From an optimization exercise on the open Yosys and OpenROAD flow, aimed at small area; shortcuts taken in it are not production practice.
Function was checked by simulation only, so behaviour that the tests miss may differ from the original.
The clock port is modelled as an ideal driver; clocking choices that lean on that would not hold on a real chip.
Power is estimated from default activity; no workload was simulated.

Setup of wip/pepper:
Design ethernet_top, start of the top module:
module ethernet_top
  (
    input        CLK,
    input        RST_N,
    output       M_CLK,
    input        M_DATA,
    output       M_LRSEL,
    output       ETH_MDC,
    output       ETH_RSTN,
    output       ETH_TXEN,
    output [1:0] ETH_TXD
   );
Size in the first run: roughly 10 I/O pins, roughly 19000 sq um of cells after synthesis.
==> flow/config.mk <==
export PLATFORM = sky130hd
export DESIGN_NAME = ethernet_top
export DESIGN_NICKNAME = ethernet_top
export VERILOG_FILES = /design/flow/design.v
export SDC_FILE = /design/flow/constraint.sdc
export NUM_CORES = 4
export LEC_CHECK = 0
export CAP_MARGIN = 20
export CORE_MARGIN = 2
export CORE_UTILIZATION = 75
export CTS_BUF_LIST = sky130_fd_sc_hd__clkbuf_8
export CTS_CLUSTER_DIAMETER = 60
export CTS_CLUSTER_SIZE = 18
export SLEW_MARGIN = 20
export SYNTH_MEMORY_MAX_BITS = 8192
==> flow/constraint.sdc <==
create_clock -name core_clock -period 10.0 [get_ports {CLK}]
set_input_delay 2.0000 -clock core_clock [delete_from_list [all_inputs] [get_ports {CLK}]]
set_output_delay 2.0000 -clock core_clock [all_outputs]
set_load 0.01 [all_outputs]
standard.sh (not shown) runs the stock make flow with config.mk's settings and CLKGATE_MAP_FILE= SYNTH_SCRIPT=/design/flow/synth_recipe.tcl, a recipe that flattens the netlist after the stock synthesis.
==> flow/flow/run.sh <==
#!/bin/bash
# Standard ORFS layout (the standard.sh, standard synthesis unchanged) with these changes:
#  - port buffers are buf_1 cells;
#  - before clock tree synthesis, cells are downsized where slack allows (flow/pre_cts.tcl);
#  - clock tree synthesis without dummy loads: clusters of up to 20 flip-flops within 50 um,
#    each driven by a clkbuf_8, with clkbuf_4 cells above them.
# The full make output goes to standard.log here; ORFS keeps each step's log under orfs/logs.
set -euo pipefail
export CTS_ARGS="-sink_clustering_enable -repair_clock_nets -dont_use_dummy_load -sink_clustering_size 20 -sink_clustering_max_diameter 50 -buf_list sky130_fd_sc_hd__clkbuf_8 -sink_clustering_buffer sky130_fd_sc_hd__clkbuf_8 -tree_buf sky130_fd_sc_hd__clkbuf_4 -root_buf sky130_fd_sc_hd__clkbuf_4"
export BUFFER_PORTS_ARGS="-buffer_cell sky130_fd_sc_hd__buf_1"
export PRE_CTS_TCL="$PWD/flow/pre_cts.tcl"
bash standard.sh > standard.log 2>&1
==> flow/flow/pre_cts.tcl <==
# Before clock tree synthesis: with several ns of setup slack everywhere,
# downsize cells that the mapper sized for speed (power recovery).
estimate_parasitics -placement
repair_timing -recover_power 100 -verbose
wip/pepper: full flow OK, the timing, design-rule and antenna checks passed
#### Input delta (wip/quartz over wip/pepper)
diff --git a/flow/flow/run.sh b/flow/flow/run.sh
--- a/flow/flow/run.sh
+++ b/flow/flow/run.sh
@@ -3,6 +3,5 @@
 #  - port buffers are buf_1 cells;
 #  - before clock tree synthesis, cells are downsized where slack allows (flow/pre_cts.tcl);
-#  - clock tree synthesis without dummy loads: clusters of up to 20 flip-flops within 50 um,
-#    each driven by a clkbuf_8, with clkbuf_4 cells above them.
+#  - clock tree synthesis without dummy loads, with clkbuf_8 sink clusters.
 # The full make output goes to standard.log here; ORFS keeps each step's log under orfs/logs.
 set -euo pipefail
[summary]
wip/quartz was carried through to the last stage, and its layout satisfied the timing, design-rule and antenna checks.
wip/pepper -> wip/quartz: number of antenna-violating nets in the routed design delta 0, exact match
As far as synthesis-to-layout area growth goes, wip/pepper and wip/quartz are indistinguishable; the numbers are identical.
Reported for wip/pepper and wip/quartz, area share of and/or/nand/nor cells after synthesis turned out identical to the last digit.
Input-level comparison between wip/sierra and wip/quartz:
diff --git a/flow/flow/run.sh b/flow/flow/run.sh
--- a/flow/flow/run.sh
+++ b/flow/flow/run.sh
@@ -2,6 +2,8 @@
 # Standard ORFS layout (the standard.sh, standard synthesis unchanged) with these changes:
 #  - port buffers are buf_1 cells;
-#  - before clock tree synthesis, cells are downsized where slack allows (flow/pre_cts.tcl);
-#  - clock tree synthesis without dummy loads, with clkbuf_8 sink clusters.
+#  - before clock tree synthesis, logic cells go back to drive strength 1 and are downsized
+#    where slack allows (flow/pre_cts.tcl);
+#  - clock tree synthesis without dummy loads: clusters of up to 20 flip-flops within 50 um,
+#    each driven by a clkbuf_8, with clkbuf_4 cells above them.
 # The full make output goes to standard.log here; ORFS keeps each step's log under orfs/logs.
 set -euo pipefail
==> flow/flow/pre_cts.tcl <==
# Before clock tree synthesis, with several ns of setup slack everywhere:
# logic cells that the mapper sized above drive strength 1 go back to their
# _1 variant (flip-flops, buffers and inverters are left alone), design rules
# are repaired, and cells are downsized further where slack allows.
set n_swapped 0
foreach inst [get_cells *] {
  set m [get_property $inst ref_name]
  if {[regexp {^sky130_fd_sc_hd__(\w+)_(2|4|6|8|12|16)$} $m -> fn sz]} {
    if {[regexp {^(clkbuf|buf|bufinv|inv|clkinv|clkinvlp|dfxtp|dfrtp|dfstp|edfxtp|dlygate|clkdlybuf|dly|conb|sdf|dfx|dfr|dfs|dfb|edf|dl)} $fn]} { continue }
    set target "sky130_fd_sc_hd__${fn}_1"
    if {[llength [get_lib_cells -quiet */$target]] == 0} { continue }
    replace_cell $inst $target
    incr n_swapped
  }
}
puts "pre_cts: $n_swapped cells set to drive strength 1"
estimate_parasitics -placement
repair_design
repair_timing -recover_power 100 -verbose
Results
Compared with wip/quartz, in wip/sierra total power density per cell area went up by about 0.3%, overall power of the completed layout barely changed, leakage power summed over all cells saw a decrease.
Time the worst path needs with I/O delays and setup: wip/sierra higher than wip/quartz
--- input diff wip/sierra..wip/lagoon ---
diff --git a/flow/flow/run.sh b/flow/flow/run.sh
--- a/flow/flow/run.sh
+++ b/flow/flow/run.sh
@@ -2,6 +2,5 @@
 # Standard ORFS layout (the standard.sh, standard synthesis unchanged) with these changes:
 #  - port buffers are buf_1 cells;
-#  - before clock tree synthesis, logic cells go back to drive strength 1 and are downsized
-#    where slack allows (flow/pre_cts.tcl);
+#  - before clock tree synthesis, cells are downsized where slack allows (flow/pre_cts.tcl);
 #  - clock tree synthesis without dummy loads: clusters of up to 20 flip-flops within 50 um,
 #    each driven by a clkbuf_8, with clkbuf_4 cells above them.
==> run summary <==
- wip/lagoon: flow completed, timing, DRC and antenna clean
- Per the comparison of wip/lagoon with wip/sierra, area occupied by multi-input gates about even, sequential share of layout area comparable.
- As far as number of endpoints failing setup at the final stage goes, wip/sierra and wip/lagoon are indistinguishable; the numbers are identical.
- Switching component of the power: wip/lagoon vs wip/sierra identical

---

Another version of the RTL of ethernet_top (not shown whole).
Size: ~870 flip-flops, ~20000 sq um of cells after synthesis.
==> flow/config.mk <==
export PLATFORM = sky130hd
export DESIGN_NAME = ethernet_top
export DESIGN_NICKNAME = ethernet_top
export VERILOG_FILES = /design/flow/design.v
export SDC_FILE = /design/flow/constraint.sdc
export NUM_CORES = 4
export LEC_CHECK = 0
export CAP_MARGIN = 20
export CORE_MARGIN = 2
export CORE_UTILIZATION = 75
export CTS_BUF_LIST = sky130_fd_sc_hd__clkbuf_8
export CTS_CLUSTER_DIAMETER = 60
export CTS_CLUSTER_SIZE = 18
export SLEW_MARGIN = 20
export SYNTH_MEMORY_MAX_BITS = 8192
==> flow/constraint.sdc <==
create_clock -name core_clock -period 10.0 [get_ports {CLK}]
set_input_delay 2.0000 -clock core_clock [delete_from_list [all_inputs] [get_ports {CLK}]]
set_output_delay 2.0000 -clock core_clock [all_outputs]
set_load 0.01 [all_outputs]
==> flow/flow/run.sh <==
#!/bin/bash
# Standard ORFS layout (the standard.sh, standard synthesis unchanged) with these changes:
#  - port buffers are buf_1 cells;
#  - before clock tree synthesis, cells are downsized where slack allows (flow/pre_cts.tcl);
#  - clock tree synthesis without dummy loads, with clkbuf_8 sink clusters.
# The full make output goes to standard.log here; ORFS keeps each step's log under orfs/logs.
set -euo pipefail
export CTS_ARGS="-sink_clustering_enable -repair_clock_nets -dont_use_dummy_load -sink_clustering_size 22 -sink_clustering_max_diameter 50 -buf_list sky130_fd_sc_hd__clkbuf_8 -sink_clustering_buffer sky130_fd_sc_hd__clkbuf_8 -tree_buf sky130_fd_sc_hd__clkbuf_4 -root_buf sky130_fd_sc_hd__clkbuf_4"
export BUFFER_PORTS_ARGS="-buffer_cell sky130_fd_sc_hd__buf_1"
export PRE_CTS_TCL="$PWD/flow/pre_cts.tcl"
bash standard.sh > standard.log 2>&1
==> flow/flow/pre_cts.tcl <==
# Before clock tree synthesis: with several ns of setup slack everywhere,
# downsize cells that the mapper sized for speed (power recovery).
estimate_parasitics -placement
repair_timing -recover_power 100 -verbose
The baseline completed without violations.
Edit:
--- a/flow/flow/run.sh
+++ b/flow/flow/run.sh
@@ -8 +8 @@
-export CTS_ARGS="-sink_clustering_enable -repair_clock_nets -dont_use_dummy_load -sink_clustering_size 22 -sink_clustering_max_diameter 50 -buf_list sky130_fd_sc_hd__clkbuf_8 -sink_clustering_buffer sky130_fd_sc_hd__clkbuf_8 -tree_buf sky130_fd_sc_hd__clkbuf_4 -root_buf sky130_fd_sc_hd__clkbuf_4"
+export CTS_ARGS="-sink_clustering_enable -repair_clock_nets -dont_use_dummy_load -sink_clustering_size 18 -sink_clustering_max_diameter 60 -buf_list sky130_fd_sc_hd__clkbuf_8"
--- a/flow/config.mk
+++ b/flow/config.mk
@@ -10 +10 @@
-export CORE_UTILIZATION = 75
+export CORE_UTILIZATION = 82
Result: With this change the flow never finished: it broke off in detailed placement (DPL-0033). Synthesized cell count stays the same. Area after synthesis stays the same.
Edit:
--- a/flow/config.mk
+++ b/flow/config.mk
@@ -10 +10 @@
-export CORE_UTILIZATION = 82
+export CORE_UTILIZATION = 78
Now the flow aborted during clock tree synthesis with DPL-0033. Synthesized cell count stays the same. Area after synthesis is unchanged.
Edit:
--- a/flow/flow/run.sh
+++ b/flow/flow/run.sh
@@ -8 +8 @@
-export CTS_ARGS="-sink_clustering_enable -repair_clock_nets -dont_use_dummy_load -sink_clustering_size 18 -sink_clustering_max_diameter 60 -buf_list sky130_fd_sc_hd__clkbuf_8"
+export CTS_ARGS="-sink_clustering_enable -repair_clock_nets -dont_use_dummy_load -sink_clustering_size 36 -sink_clustering_max_diameter 50 -buf_list sky130_fd_sc_hd__clkbuf_16"
--- a/flow/config.mk
+++ b/flow/config.mk
@@ -10 +10 @@
-export CORE_UTILIZATION = 78
+export CORE_UTILIZATION = 75
After rerunning:
- This time the run completed with no timing, DRC or antenna violations
- synthesized area stays the same
- synthesized cell count is unchanged

afterwards: timing with drivers on the ports:
Ports are ideal in the flow. The routed layouts listed here were re-timed in OpenROAD.
Step 1 assumes that a clkbuf_16 drives the clock port and a buf_2 every other input.
Step 2 times the ports against the registers' clock, not the clock port: input delays grow and output delays shrink by t, the midpoint of the rising clock arrivals with the driver on.
Slacks: no drivers / after step 1 / after step 2; pairs: no drivers / after step 1.
run | t (ns) | setup WS [ns] | hold slack, ns | worst setup path after step 2 | worst data-port slew with drivers (ns)
wip/pepper | 0.752 | 4.776 / 4.731 / 5.483 | 0.271 / 0.271 / 0.271 | register to output | 0.04
wip/quartz | 0.752 | 4.776 / 4.731 / 5.483 | 0.271 / 0.271 / 0.271 | register to output | 0.04
wip/sierra | 0.752 | 4.706 / 4.661 / 5.413 | 0.268 / 0.268 / 0.268 | register to output | 0.04
wip/lagoon | 0.752 | 4.706 / 4.661 / 5.413 | 0.268 / 0.268 / 0.268 | register to output | 0.04
the first run of note 2 | 0.746 | 4.968 / 4.923 / 5.670 | 0.266 / 0.266 / 0.266 | register to output | 0.03
the fourth run of note 2 | 0.583 | 5.181 / 5.133 / 5.640 | 0.278 / 0.278 / 0.278 | register to register | 0.03
After both steps setup and hold are still met in every run listed.
